This design comes from an exercise in tuning for small area on the open sky130 flow, not from production work. The RTL was checked by simulation tests, not by an equivalence proof against the original design. Power figures rest on the tool's default switching activity, not on a simulated workload.

==> flow/design.v, too long to show whole: its modules and the start of the top module <==
// module rca: 18 lines
// module ge_r: 15 lines
// module fpadd: 49 lines
// module fpadd_pos: 27 lines
// module fpmul_tail: 24 lines
// module mant_mul: 327 lines
// module fpmul: 9 lines
// module mulc_0_0: 124 lines
// module mulc_0_1: 125 lines
// module mulc_0_2: 122 lines
// module mulc_0_3: 124 lines
// module mulc_0_4: 122 lines
// module mulc_0_5: 122 lines
// module mulc_0_6: 125 lines
// module mulc_0_7: 118 lines
// module mulc_0_8: 125 lines
// module mulc_0_9: 125 lines
// module mulc_0_10: 125 lines
// module mulc_0_11: 125 lines
// module mulc_0_12: 125 lines
// module mulc_0_13: 125 lines
// module mulc_0_14: 125 lines
// module mulc_0_15: 125 lines
// module mulc_1_0: 122 lines
// module mulc_1_1: 105 lines
// module mulc_1_2: 122 lines
// module mulc_1_3: 118 lines
// module mulc_1_4: 122 lines
// module mulc_1_5: 121 lines
// module mulc_1_6: 122 lines
// module mulc_1_7: 122 lines
// module mulc_1_8: 105 lines
// module mulc_1_9: 122 lines
// module mulc_1_10: 125 lines
// module mulc_1_11: 122 lines
// module mulc_1_12: 125 lines
// module mulc_1_13: 125 lines
// module mulc_1_14: 122 lines
// module mulc_1_15: 125 lines
// module mulc_2_0: 118 lines
// module mulc_2_1: 118 lines
// module mulc_2_2: 122 lines
// module mulc_2_3: 104 lines
// module mulc_2_4: 102 lines
// module mulc_2_5: 122 lines
// module mulc_2_6: 71 lines
// module mulc_2_7: 118 lines
// module mulc_2_8: 125 lines
// module mulc_2_9: 118 lines
// module mulc_2_10: 56 lines
// module mulc_2_11: 121 lines
// module mulc_2_12: 121 lines
// module mulc_2_13: 76 lines
// module mulc_2_14: 118 lines
// module mulc_2_15: 121 lines
// module CNNEngine: 1206 lines
module CNNEngine(
  input         clock,
  input         reset,
  input  [15:0] io_inputA_0,
  input  [15:0] io_inputA_1,
  input  [15:0] io_inputA_2,
  input  [15:0] io_inputA_3,
  input  [15:0] io_inputA_4,
  input  [15:0] io_inputA_5,
  input  [15:0] io_inputA_6,
  input  [15:0] io_inputA_7,
  input  [15:0] io_inputA_8,
  input  [15:0] io_inputB_0,
  input  [15:0] io_inputB_1,
  input  [15:0] io_inputB_2,
  input  [15:0] io_inputB_3,
  input  [15:0] io_inputB_4,
  input  [15:0] io_inputB_5,
  input  [15:0] io_inputB_6,
  input  [15:0] io_inputB_7,
  input  [15:0] io_inputB_8,
  input  [2:0]  io_DemuxSel0,
  input  [2:0]  io_DemuxSel,
  input         io_DemuxEn0_0,
  input         io_DemuxEn0_1,
  input         io_DemuxEn0_2,
  input         io_DemuxEn0_3,
  input         io_DemuxEn0_4,
  input         io_DemuxEn0_5,
  input         io_DemuxEn0_6,
  input         io_DemuxEn0_7,
  input         io_DemuxEn_0,
  input         io_DemuxEn_1,
  input         io_DemuxEn_2,
  input         io_DemuxEn_3,
  input         io_DemuxEn_4,
  input         io_DemuxEn_5,
  input         io_DemuxEn_6,
  input         io_DemuxEn_7,
  input         io_DemuxEn_8,
  input         io_DemuxEn_9,
  input         io_DemuxEn_10,
  input         io_DemuxEn_11,
  input         io_DemuxEn_12,
  input         io_DemuxEn_13,
  input         io_DemuxEn_14,
  input         io_DemuxEn_15,
  input         io_DemuxEn_16,
  input         io_DemuxEn_17,
  input         io_DemuxEn_18,
  input         io_DemuxEn_19,
  input         io_DemuxEn_20,
  input         io_DemuxEn_21,
  input         io_DemuxEn_22,
  input         io_DemuxEn_23,
  input         io_DemuxEn_24,
  input         io_DemuxEn_25,
  input         io_DemuxEn_26,
  input         io_DemuxEn_27,
  input         io_DemuxEn_28,
  input         io_DemuxEn_29,
  input         io_DemuxEn_30,
  input         io_DemuxEn_31,
  input         io_DemuxEn_32,
  input         io_DemuxEn_33,
  input         io_DemuxEn_34,
  input         io_DemuxEn_35,
  input         io_DemuxEn_36,
  input         io_DemuxEn_37,
  input         io_DemuxEn_38,
  input         io_DemuxEn_39,
  input         io_DemuxEn_40,
  input         io_DemuxEn_41,
  input         io_DemuxEn_42,
  input         io_DemuxEn_43,
  input         io_DemuxEn_44,
  input         io_DemuxEn_45,
  input         io_DemuxEn_46,
  input         io_DemuxEn_47,
  input         io_DemuxEn_48,
  input         io_DemuxEn_49,
  input         io_DemuxEn_50,
  input         io_DemuxEn_51,
  input         io_DemuxEn_52,
  input         io_DemuxEn_53,
  input         io_DemuxEn_54,
  input         io_DemuxEn_55,
  input         io_DemuxEn_56,
  input         io_DemuxEn_57,
  input         io_DemuxEn_58,
  input         io_DemuxEn_59,
  input         io_DemuxEn_60,
  input         io_DemuxEn_61,
  input         io_DemuxEn_62,
  input         io_DemuxEn_63,
  input  [1:0]  io_FCMuxSel,
  input         io_FCDemuxEn_0,
  input         io_FCDemuxEn_1,
  input         io_FCDemuxEn_2,
  // ...
==> flow/flow/run.sh <==
#!/bin/bash
set -euo pipefail
WORK=$(pwd)
rm -rf "$WORK/scripts_abc"
cp -r "$FLOW_HOME/scripts" "$WORK/scripts_abc"
cp "$WORK/flow/abc.script" "$WORK/scripts_abc/abc_speed.script"
export SCRIPTS_DIR="$WORK/scripts_abc"
bash "$WORK/standard.sh" > "$WORK/standard_flow.log" 2>&1
==> flow/flow/abc.script <==
strash
&get -n
&fraig -x
&put
dc2
strash
dch -f
amap
==> flow/standard.sh <==
#!/bin/bash
# synth_recipe.tcl (not shown) runs the flow's synth.tcl, then flattens the netlist and writes it again
# the make line also repeats each setting of config.mk as NAME=value (left out here)
make -C /OpenROAD-flow-scripts/flow DESIGN_CONFIG=/design/flow/config.mk WORK_HOME=/design/flow/orfs CLKGATE_MAP_FILE= SYNTH_SCRIPT=/design/flow/synth_recipe.tcl "${@:-finish}"
==> flow/config.mk <==
export PLATFORM = sky130hd
export DESIGN_NAME = CNNEngine
export DESIGN_NICKNAME = CNNEngine
export VERILOG_FILES = /design/flow/design.v
export SDC_FILE = /design/flow/constraint.sdc
export NUM_CORES = 8
export LEC_CHECK = 0
export CAP_MARGIN = 20
export CORE_MARGIN = 2
export CORE_UTILIZATION = 40
export SLEW_MARGIN = 20
==> flow/constraint.sdc <==
create_clock -name core_clock -period 18.0 [get_ports {clock}]
set_input_delay 3.6000 -clock core_clock [delete_from_list [all_inputs] [get_ports {clock}]]
set_output_delay 3.6000 -clock core_clock [all_outputs]
set_load 0.01 [all_outputs]
==> results.yml, run 1 <==
route:
  antenna_left: 0
  wl_met1_um: 437200
  drc: 0
power:
  p_clk_uw: 8030
  pwr-share-clk_pct: 16.1
timing:
  finalWorstPathRequiredPeriod_ps: 14970
  final_max_slew_viol_count: 0
  post-route-period-util_pct: 83.17
  worst_pin_slew_ps: 1379
  rsz0062_at_grt: "no"
global_routing:
  grt-ovfl-total: 0
  antenna_found_initial: 153
  grt_usage_pct: 27.90
hold_path:
  min_to: "fl5_0[6]"
layout:
  syn_to_final_growth_pct: 12.58
  multi_input_area_share_pct: 60.34
  layoutNonFillerInstCount: 44360
  regArea_mm2: 0.06550
  largestClassByArea: "multi-input combinational cells"
  seq-cell-share_pct: 21.08
  finalNetCount: 39520
  n_all_buffers: 808
  final_common_cell: "clkinv_1"
  inv_count: 6734
clock_tree:
  cts_tree: "yes"
  post_cts_resized: 0
  root_buffer: "clkbuf_16"
  clock_latency_ps: 1090
  cts_buffers: 369
logic_synthesis:
  synth_top_family_by_area: "adder cells"
  synth_edf_count: 0
  yosysWarningCount: 2
  ys_types: 63
  syn-cell-area_mm2: 0.2760
  yosysMostFrequentCell: "clkinv_1"
status:
  status: "no timing/DRC/antenna violations"
placed_design:
  place_ws_ps: 2922
floorplanning:
  die_w_um: 834.7
worst_setup_path:
  crit_type: "reg -> reg"
  crit_path_end: "fp_2_5[9]"
  critPathArrivalTime_ps: 15860
  reg2reg_to: "fp_2_5[9]"
==> run 2: changes to the inputs <==
==> flow/run.sh (new file) <==
#!/bin/bash
# synth_recipe.tcl (not shown) runs the flow's synth.tcl, then flattens the netlist and writes it again
# the make line also repeats each setting of config.mk as NAME=value (left out here)
make -C /OpenROAD-flow-scripts/flow DESIGN_CONFIG=/design/flow/config.mk WORK_HOME=/design/flow/orfs CLKGATE_MAP_FILE= SYNTH_SCRIPT=/design/flow/synth_recipe.tcl finish
removed: flow/flow/run.sh
removed: flow/flow/abc.script
removed: flow/standard.sh
==> run 2 against run 1 <==
Sequential share of layout area decreased by 1.4 points. Worst hold slack got worse by 12 ps. Sequential power decreased by 3.4%. Die area increased by 11%. Utilization decreased by 1.3 points. Sequential cell count unchanged. Fmax decreased by 2.7%. Clock-buffer cell count decreased by 3. Clock power increased by 2%. Power decreased by 5.6%. Largest cell class unchanged.
==> results.yml, run 2 <==
layout:
  finalNetCount: 39010
  drive_gt1_share_pct: 8.444
  most-common-layout-cells: "4639 x inv_1, 3356 x nand2_1, 3272 x dfxtp_1, 2892 x fa_1, 1845 x nor2_1"
  final_common_cell: "inv_1"
  syn_to_final_growth_pct: 9.094
  stdcell_area_mm2: 0.3331
route:
  wl_met2_um: 456700
  wl_met3_um: 90320
  firstDrtPassIters: 10
  wl_per_cell_um: 23.56
  via_per_inst: 5.673
  wl_met1_um: 462700
  route.vias.total: 254700
  antenna_left: 0
  drt_wl_total_um: 1058000
  drtIter0Drc: 26120
  drc: 0
  top_layer: "met5"
global_routing:
  grt-ovfl-total: 0
  grt_pass1_wl_um: 1581000
  antenna_found_initial: 182
  grt_pass1_vias: 247500
  grt_usage_pct: 26.45
  grt_max_degree: 138
floorplanning:
  rows: 320
  ios: 554
  die_area_mm2: 0.7703
  start_util_pct: 40.18
  die_height_um: 877.7
  core_mm2: 0.7599
  die_w_um: 877.7
timing:
  worst_pin_slew_ps: 1249
  setup_violations: 0
  fmaxAchievable_mhz: 64.98
  final-hold-violation-count: 0
  rsz0062_at_grt: "no"
  fin_setup_tns_ps: 0
  finalWorstPathRequiredPeriod_ps: 15390
  final_max_slew_viol_count: 0
  slew_headroom_pct: 16.54
  post-route-period-util_pct: 85.50
  fin_worst_skew_ps: 110.3
status:
  status: "no timing/DRC/antenna violations"
logic_synthesis:
  ys.flop_type: "dfxtp_1"
  synth_cells: 34690
  synth_area_per_cell_um2: 8.801
  synthArstFlopShare_pct: 0
  ys_seq_elements: 3272
  synth.area.top_cells: "dfxtp_1 21%, fa_1 19%, ha_1 6.2%, mux2i_1 5.7%, inv_1 5.7%"
  synth_edf_count: 0
  ys_types: 142
  yosysTopAreaCell: "dfxtp_1"
  synth_top_cell_area_share_pct: 21.45
  syn-cell-area_mm2: 0.3053
  ys_seq_area_share_pct: 21.45
  yosysMostFrequentCell: "inv_1"
  yosys-top-cells-count: "4644 x inv_1, 3364 x nand2_1, 3272 x dfxtp_1, 2892 x fa_1, 1848 x nor2_1"
  yosysWarningCount: 2
worst_setup_path:
  r2r_setup_slack_ps: 2930
  worstSetupEndpointType: "flop"
  cpMaxStageDelayCell: "nand2_1"
  crit_path_max_fanout: 58
  cp_slowest_stage_delay_ps: 870
  critPathRequiredTime_ps: 18930
  critPathArrivalTime_ps: 16320
  crit_type: "in -> reg"
  r2r_cells: 36
  crit_path_start_kind: "input pin"
  crit_top_cell: "fa_1"
clock_tree:
  cts-hold-fix-buffers: 0
  post-cts-setup-buffer-count: 0
  cts_tree: "yes"
  htreeDepth: 5
  numClockSinks: 3272
  clock_path_buffers: 4
  post_cts_resized: 0
  cts_buffers: 372
  clk_pin_slew_worst_paths_ps: 60
  clock_latency_ps: 1110
  root_buffer: "clkbuf_16"
placed_design:
  gp_congestion: 1.018
  dpl.hpwl_um: 848300
  place.port_buffers: 542
  place_area_mm2: 0.3193
flow_run:
  maxCapViolations: 0
power:
  leakage_uw: 0.1469
  powerDensity_mw_per_mm2: 141.1
  peakVddDrop_v: 0.0006861
hold_path:
  holdCritPathClass: "reg -> reg"
  worstHoldPathCells: 0
## run 2: changes by cell type in the layout (fill, tap and decap cells not counted), sizes merged, moves of 551 or more
cell / previous run / this run
nor2: 4342 / 1853
clkinv: 6820 / 107
xnor2: 18 / 569
and2: 10 / 721
mux2i: 0 / 1749
o22ai: 3280 / 362
o22a: 1172 / 44
nand2: 2201 / 3367
nor2b: 188 / 968
mux2: 0 / 874
inv: 42 / 4694
## run 2: layout make-up
cell class	count	area [um2]
diodes	209	523.0
clock buffers	477	10410
clock inverters	202	2730
fillers	74590	426900
inverters	4678	17590
multi-input cells	24970	215100
flip-flops and latches	3272	65500
well taps	10140	12690
repair buffers	952	8567
## run 2: stage by stage
step | worst slack (ps) | hold slack (ps) | util [%] | total power (uW) | std cells
floorplan | 462.5 | 309.6 | - | 30580 | 34700
global placement | 1846 | 312.4 | 42.01 | 38240 | 44010
detailed placement | 1754 | 312.1 | 42.02 | 38460 | 44010
CTS | 2908 | 304.0 | 43.75 | 46920 | 44690
global route | 2130 | 313.6 | 43.80 | 50840 | 44810
finish | 2611 | 305.0 | 43.83 | 47010 | 44900
## run 2: per-layer routing
layer / vias to the layer above / GRT usage [%]
met1: 125000 / 36.79
met4: 88 / 10.72
met3: 1705 / 5.337
met2: 9973 / 40.21
li1: 117900 / -
met5: - / 0
## run 2: final timing paths
kind             startpoint     endpoint
max          io_FCMuxSel[1]  fp_0_14[11]
min             fl4_1_0[14]    fl5_1[14]
max reg2reg      pool_12[1]   fp_0_12[9]
min reg2reg     fl4_1_0[14]    fl5_1[14]
## run 2: critical path: cells and delay by family
| kind | cells | cell delay [ps] |
|---|---|---|
| adders and majority gates | 17 | 6210 |
| AOI/OAI and AO/OA | 7 | 1760 |
| buffers and inverters | 10 | 2080 |
| and+or+nand+nor | 4 | 1690 |
| xor gates and xnor gates | 1 | 800 |
## run 2: logic make-up after synthesis
family	count (synthesis)	synth area share, %
compound gates	6955	14.78
xor+xnor	765	2.195
fa+ha+maj	4753	26.31
buf+inv	6465	8.268
flops	3272	21.45
mux	3059	12.18
other cells	1	0.001228
simple gates	9422	14.81
## run 2: report_power, final
group	internal [uW]	total (uW)	switching (uW)	leakage, uW
clock network	4760	8220	3460	0.00637
registers	8100	8830	736	0.0265
logic	11900	30000	18100	0.114

-- separate check: timing with driven ports --
Ports are ideal in the flow. The routed layouts listed here were re-timed in OpenROAD.
Step 1 sets driving cells, clkbuf_16 on the clock port and buf_2 on the other inputs (assumed; they add their load-dependent delay and slew).
Step 2, shift: input delay + t, output delay - t, t = (earliest + latest rising clock arrival at the registers) / 2. This alone moves slack from input paths to output paths.
Three values: no drivers, after step 1, after step 2; two values: the first two.
run	t (ns)	setup slack, ns	worst setup path after step 2
run 1	1.160	3.029 / 3.029 / 2.943	input to register
run 2	1.201	2.611 / 2.658 / 1.457	input to register
After both steps setup and hold are still met in every run listed. The setup slack of run 2, which loses most, moves by +0.047 ns with the drivers and by -1.154 ns with both steps.
